Background: an optimization exercise with open tools, aiming at small area, a short achievable clock period and few clock cycles. Do not read the settings as production practice.
RTL that was checked went through simulation tests only; none was proved equivalent to the original.

Setup of before:
==> module ALU, before the edit <==
module ALU(
  input  logic [31:0] a,
  input  logic [31:0] b,
  input  logic [3:0]  aluOp,
  output logic [31:0] alures);
  logic        sub, lts, ltu;
  logic [32:0] sum;
  assign sub = aluOp[3] | (aluOp[2:1] == 2'b01);
  assign sum = {1'b0, a} + {1'b0, b ^ {32{sub}}} + {32'b0, sub};
  assign ltu = ~sum[32];
  assign lts = (a[31] ^ b[31]) ? a[31] : sum[31];
  logic        shl;
  logic [31:0] shIn, shOut, shlOut;
  assign shl = aluOp[2:0] == 3'b001;
  always_comb
    for (int k = 0; k < 32; k = k + 1) shIn[k] = shl ? a[31 - k] : a[k];
  assign shOut = $unsigned($signed({aluOp[3] & a[31], shIn}) >>> b[4:0]);
  always_comb
    for (int k = 0; k < 32; k = k + 1) shlOut[k] = shOut[31 - k];
  always_comb begin
    case (aluOp[2:0])
      3'b000: alures = sum[31:0];
      3'b001: alures = shlOut;
      3'b010: alures = {31'b0, lts};
      3'b011: alures = {31'b0, ltu};
      3'b100: alures = a ^ b;
      3'b101: alures = shOut;
      3'b110: alures = a | b;
      default: alures = a & b;
    endcase
  end
endmodule
==> module procMonoc, before the edit <==
module procMonoc(
  input  logic        clk,
  input  logic        rst,
  output logic [31:0] imem_addr,
  input  logic [31:0] imem_rdata,
  output logic [31:0] dmem_addr,
  output logic [31:0] dmem_wdata,
  output logic [3:0]  dmem_wstrb,
  output logic        dmem_we,
  input  logic [31:0] dmem_rdata);
  logic [31:0] aE;        
  logic [31:0] bE;        
  logic [11:0] addrLoE;   
  logic        carryE;    
  logic        negE;      
  logic [31:0] tgtE;      
  logic [4:0]  rdE;
  logic        wrE, ldE, stE, brE, jalrE, passBE;
  logic        pE, yE, zE;  
  logic [2:0]  f3E;
  logic [3:0]  aluOpE;
  logic [31:0] aluRes, ldData, wbData, npc, addr;
  logic [19:0] addrHi;
  logic        taken;
  addrHigh ah(.a(aE[31:12]), .carry(carryE), .neg(negE), .hi(addrHi));
  assign addr = {addrHi, addrLoE};
  assign taken = f3E[0] ^ (pE | (yE & zE));
  always_comb begin
    if (jalrE)              npc = {addr[31:1], 1'b0};
    else if (brE & ~taken)  npc = bE;
    else                    npc = tgtE;
  end
  assign imem_addr = npc;
  ALU alu(.a(aE), .b(bE), .aluOp(aluOpE), .alures(aluRes));
  loadStoreUnit lsu(.funct3(f3E), .store(stE), .addrLo(addrLoE[1:0]), .dataWr(bE), .memRdata(dmem_rdata),
                    .memWdata(dmem_wdata), .memWstrb(dmem_wstrb), .dataRd(ldData));
  assign dmem_addr = addr;
  assign dmem_we   = stE;
  assign wbData = ldE ? ldData : passBE ? bE : aluRes;
  logic [31:0] inst, imm, rd1, rd2, rs1v, rs2v, pc4, tgt, bOther;
  logic        regWr, isLoad, isStore, isBranch, isJal, isJalr, isAuipc, useRs2, passB;
  logic        useB, p, y, z;
  logic [12:0] addrLo;
  logic [3:0]  aluOp;
  assign inst = imem_rdata;
  controlUnit cu(.inst(inst), .regWr(regWr), .isLoad(isLoad), .isStore(isStore), .isBranch(isBranch),
                 .isJal(isJal), .isJalr(isJalr), .isAuipc(isAuipc), .useRs2(useRs2), .aluOp(aluOp),
                 .passB(passB));
  ImmGen ig(.inst(inst), .immExt(imm));
  RegisterFile rf(.clk(clk), .we(wrE), .wrAddr(rdE), .wrData(wbData),
                  .rdAddr1(inst[19:15]), .rdAddr2(inst[24:20]), .rdData1(rd1), .rdData2(rd2));
  assign rs1v = (wrE && rdE == inst[19:15]) ? wbData : rd1;
  assign rs2v = (wrE && rdE == inst[24:20]) ? wbData : rd2;
  branchUnit bu(.funct3(inst[14:12]), .rs1(rs1v), .rs2(rs2v), .p(p), .y(y), .z(z));
  logic [11:0] imm12;
  assign imm12  = {inst[31:25], (inst[5] & ~inst[6]) ? inst[11:7] : inst[24:20]};
  addInst alo(.a(rs1v[11:0]), .b(imm12), .sum(addrLo));
  logic [31:0] tImm;
  assign tImm = ~inst[2] ? {{19{inst[31]}}, inst[31], inst[7], inst[30:25], inst[11:8], 1'b0} :
                 inst[3] ? {{11{inst[31]}}, inst[31], inst[19:12], inst[20], inst[30:21], 1'b0} :
                           {inst[31:12], 12'b0};
  nextAddr na(.pc(npc), .imm(tImm), .pc4(pc4), .tgt(tgt));
  assign bOther = (isJal | isJalr | isBranch) ? pc4 : isAuipc ? tgt : imm;
  assign useB   = useRs2 & ~isBranch;    
  always_ff @(posedge clk or posedge rst) begin
    if (rst) begin
      tgtE   <= 32'b0;    
      brE    <= 1'b0;
      jalrE  <= 1'b0;
      wrE    <= 1'b0;
      stE    <= 1'b0;
    end else begin
      tgtE   <= (isJal | isBranch) ? tgt : pc4;
      brE    <= isBranch;
      jalrE  <= isJalr;
      wrE    <= regWr;
      stE    <= isStore;
    end
  end
  always_ff @(posedge clk) begin
    aE      <= rs1v;
    bE      <= useB ? rs2v : bOther;
    addrLoE <= addrLo[11:0];
    carryE  <= addrLo[12];
    negE    <= inst[31];
    pE      <= p;
    yE      <= y;
    zE      <= z;
    rdE     <= inst[11:7];
    ldE     <= isLoad;
    f3E     <= inst[14:12];
    aluOpE  <= aluOp;
    passBE  <= passB;
  end
endmodule
Settings: LEC_CHECK=0, CAP_MARGIN=20, CORE_MARGIN=2, CORE_UTILIZATION=35, SLEW_MARGIN=20, SYNTH_HIERARCHICAL=1, TNS_END_PERCENT=0; clock period 12.5 ns.
standard.sh (not shown) runs the stock make flow with config.mk's settings and CLKGATE_MAP_FILE= SYNTH_SCRIPT=/design/flow/synth_recipe.tcl, a recipe that flattens the netlist after the stock synthesis.
==> flow/flow/run.sh <==
#!/bin/bash
# Layout: the standard flow (standard.sh, unchanged synthesis), with the
# timing repair aiming at a shorter period than the clock constraint: the
# repair's setup margin (SETUP_SLACK_MARGIN) is set from flow/margin.txt.
set -euo pipefail
cd "$(dirname "$0")/.."
MARGIN=$(cat flow/margin.txt)
sed -E "s/\"\\\$\{@:-finish\}\"/SETUP_SLACK_MARGIN=$MARGIN \"\${@:-finish}\"/" standard.sh > flow_std.sh
grep -q "SETUP_SLACK_MARGIN=$MARGIN " flow_std.sh
bash flow_std.sh > flow_make.log 2>&1
==> flow/flow/margin.txt <==
8
### before -> after
--- a/flow/design.v
+++ b/flow/design.v
@@ -1,37 +1,33 @@
 module ALU(
   input  logic [31:0] a,
   input  logic [31:0] b,
-  input  logic [3:0]  aluOp,
+  input  logic        sub,       
+  input  logic        sra,       
+  input  logic        shl,       
+  input  logic        rAdd, rSlt, rSltu, rXor, rOr, rAnd, rShr, rShl, rB,
   output logic [31:0] alures);
-  logic        sub, lts, ltu;
+  logic        lts, ltu;
   logic [32:0] sum;
-  assign sub = aluOp[3] | (aluOp[2:1] == 2'b01);
   assign sum = {1'b0, a} + {1'b0, b ^ {32{sub}}} + {32'b0, sub};
   assign ltu = ~sum[32];
   assign lts = (a[31] ^ b[31]) ? a[31] : sum[31];
-  logic        shl;
   logic [31:0] shIn, shOut, shlOut;
-  assign shl = aluOp[2:0] == 3'b001;
   always_comb
     for (int k = 0; k < 32; k = k + 1) shIn[k] = shl ? a[31 - k] : a[k];
-  assign shOut = $unsigned($signed({aluOp[3] & a[31], shIn}) >>> b[4:0]);
+  assign shOut = $unsigned($signed({sra & a[31], shIn}) >>> b[4:0]);
   always_comb
     for (int k = 0; k < 32; k = k + 1) shlOut[k] = shOut[31 - k];
-  always_comb begin
-    case (aluOp[2:0])
-      3'b000: alures = sum[31:0];
-      3'b001: alures = shlOut;
-      3'b010: alures = {31'b0, lts};
-      3'b011: alures = {31'b0, ltu};
-      3'b100: alures = a ^ b;
-      3'b101: alures = shOut;
-      3'b110: alures = a | b;
-      default: alures = a & b;
-    endcase
-  end
+  assign alures = ({32{rAdd}} & sum[31:0]) |
+                  ({32{rXor}} & (a ^ b)) |
+                  ({32{rOr}}  & (a | b)) |
+                  ({32{rAnd}} & (a & b)) |
+                  ({32{rShr}} & shOut) |
+                  ({32{rShl}} & shlOut) |
+                  ({32{rB}}   & b) |
+                  {31'b0, (rSlt & lts) | (rSltu & ltu)};
 endmodule
 module addInst(
   input  logic [11:0] a,
   input  logic [11:0] b,
   output logic [12:0] sum);
   assign sum = {1'b0, a} + {1'b0, b};
@@ -241,34 +237,35 @@
   logic [31:0] bE;        
   logic [11:0] addrLoE;   
   logic        carryE;    
   logic        negE;      
   logic [31:0] tgtE;      
   logic [4:0]  rdE;
-  logic        wrE, ldE, stE, brE, jalrE, passBE;
+  logic        wrE, ldE, stE, brE, jalrE;
+  logic        subE, sraE, shlE, rAddE, rSltE, rSltuE, rXorE, rOrE, rAndE, rShrE, rShlE, rBE;
   logic        pE, yE, zE;  
   logic [2:0]  f3E;
-  logic [3:0]  aluOpE;
   logic [31:0] aluRes, ldData, wbData, npc, addr;
   logic [19:0] addrHi;
   logic        taken;
   addrHigh ah(.a(aE[31:12]), .carry(carryE), .neg(negE), .hi(addrHi));
   assign addr = {addrHi, addrLoE};
   assign taken = f3E[0] ^ (pE | (yE & zE));
   always_comb begin
     if (jalrE)              npc = {addr[31:1], 1'b0};
     else if (brE & ~taken)  npc = bE;
     else                    npc = tgtE;
   end
   assign imem_addr = npc;
-  ALU alu(.a(aE), .b(bE), .aluOp(aluOpE), .alures(aluRes));
+  ALU alu(.a(aE), .b(bE), .sub(subE), .sra(sraE), .shl(shlE), .rAdd(rAddE), .rSlt(rSltE), .rSltu(rSltuE),
+          .rXor(rXorE), .rOr(rOrE), .rAnd(rAndE), .rShr(rShrE), .rShl(rShlE), .rB(rBE), .alures(aluRes));
   loadStoreUnit lsu(.funct3(f3E), .store(stE), .addrLo(addrLoE[1:0]), .dataWr(bE), .memRdata(dmem_rdata),
                     .memWdata(dmem_wdata), .memWstrb(dmem_wstrb), .dataRd(ldData));
   assign dmem_addr = addr;
   assign dmem_we   = stE;
-  assign wbData = ldE ? ldData : passBE ? bE : aluRes;
+  assign wbData = ({32{ldE}} & ldData) | aluRes;
   logic [31:0] inst, imm, rd1, rd2, rs1v, rs2v, pc4, tgt, bOther;
   logic        regWr, isLoad, isStore, isBranch, isJal, isJalr, isAuipc, useRs2, passB;
   logic        useB, p, y, z;
   logic [12:0] addrLo;
   logic [3:0]  aluOp;
   assign inst = imem_rdata;
@@ -315,10 +312,20 @@
     pE      <= p;
     yE      <= y;
     zE      <= z;
     rdE     <= inst[11:7];
     ldE     <= isLoad;
     f3E     <= inst[14:12];
-    aluOpE  <= aluOp;
-    passBE  <= passB;
+    subE    <= aluOp[3] | (aluOp[2:1] == 2'b01);
+    sraE    <= aluOp[3];
+    shlE    <= aluOp[2:0] == 3'b001;
+    rAddE   <= ~passB & ~isLoad & aluOp[2:0] == 3'b000;
+    rSltE   <= aluOp[2:0] == 3'b010;
+    rSltuE  <= aluOp[2:0] == 3'b011;
+    rXorE   <= aluOp[2:0] == 3'b100;
+    rShrE   <= aluOp[2:0] == 3'b101;
+    rOrE    <= aluOp[2:0] == 3'b110;
+    rAndE   <= aluOp[2:0] == 3'b111;
+    rShlE   <= aluOp[2:0] == 3'b001;
+    rBE     <= passB;
   end
 endmodule
## What came out
- Between before and after, fraction of area in non-clock buffers decreased.
- Of before and after, the higher minimum hold slack belongs to after.
- There was hardly any difference in global-route usage between after and before.
- From before to after the numbers moved as follows: number of global-route vias before repair went down 208; fraction of met1 tracks used by global routing went up 0.77 points; initial antenna violation count went up about 8%; post-layout worst setup margin went up 0.062 ns; register-to-register slack went up 0.07 ns.
- Minimum period implied by the final worst setup slack ends up higher on before.
Testbench counts of after, summed over its fixed seeds: cycles 212,704.
Only the layout flow was run in before; the RTL was not checked for function there.

afterwards: timing with drivers on the ports:
No port has a modelled driver above. Below, the same layouts with a new extraction and two added sets of constraints. Step 1 assumes that a clkbuf_16 drives the clock port and a buf_2 every other input. Step 2 times the ports against the registers' clock, not the clock port: input delays grow and output delays shrink by t, the midpoint of the rising clock arrivals with the driver on. a / b / c = ideal ports / drivers / drivers and shift; a / b = the first two.
run | shift t [ns] | setup slack, ns | worst hold slack (ns)
before | 0.842 | 6.622 / 6.674 / 5.833 | 0.782 / 0.782 / 0.782
after | 0.839 | 6.684 / 6.702 / 5.887 | 0.842 / 0.842 / 0.842
After both steps setup and hold are still met in every run listed. For after, which loses most, drivers alone change the setup slack by +0.018 ns; drivers and shift together by -0.797 ns.
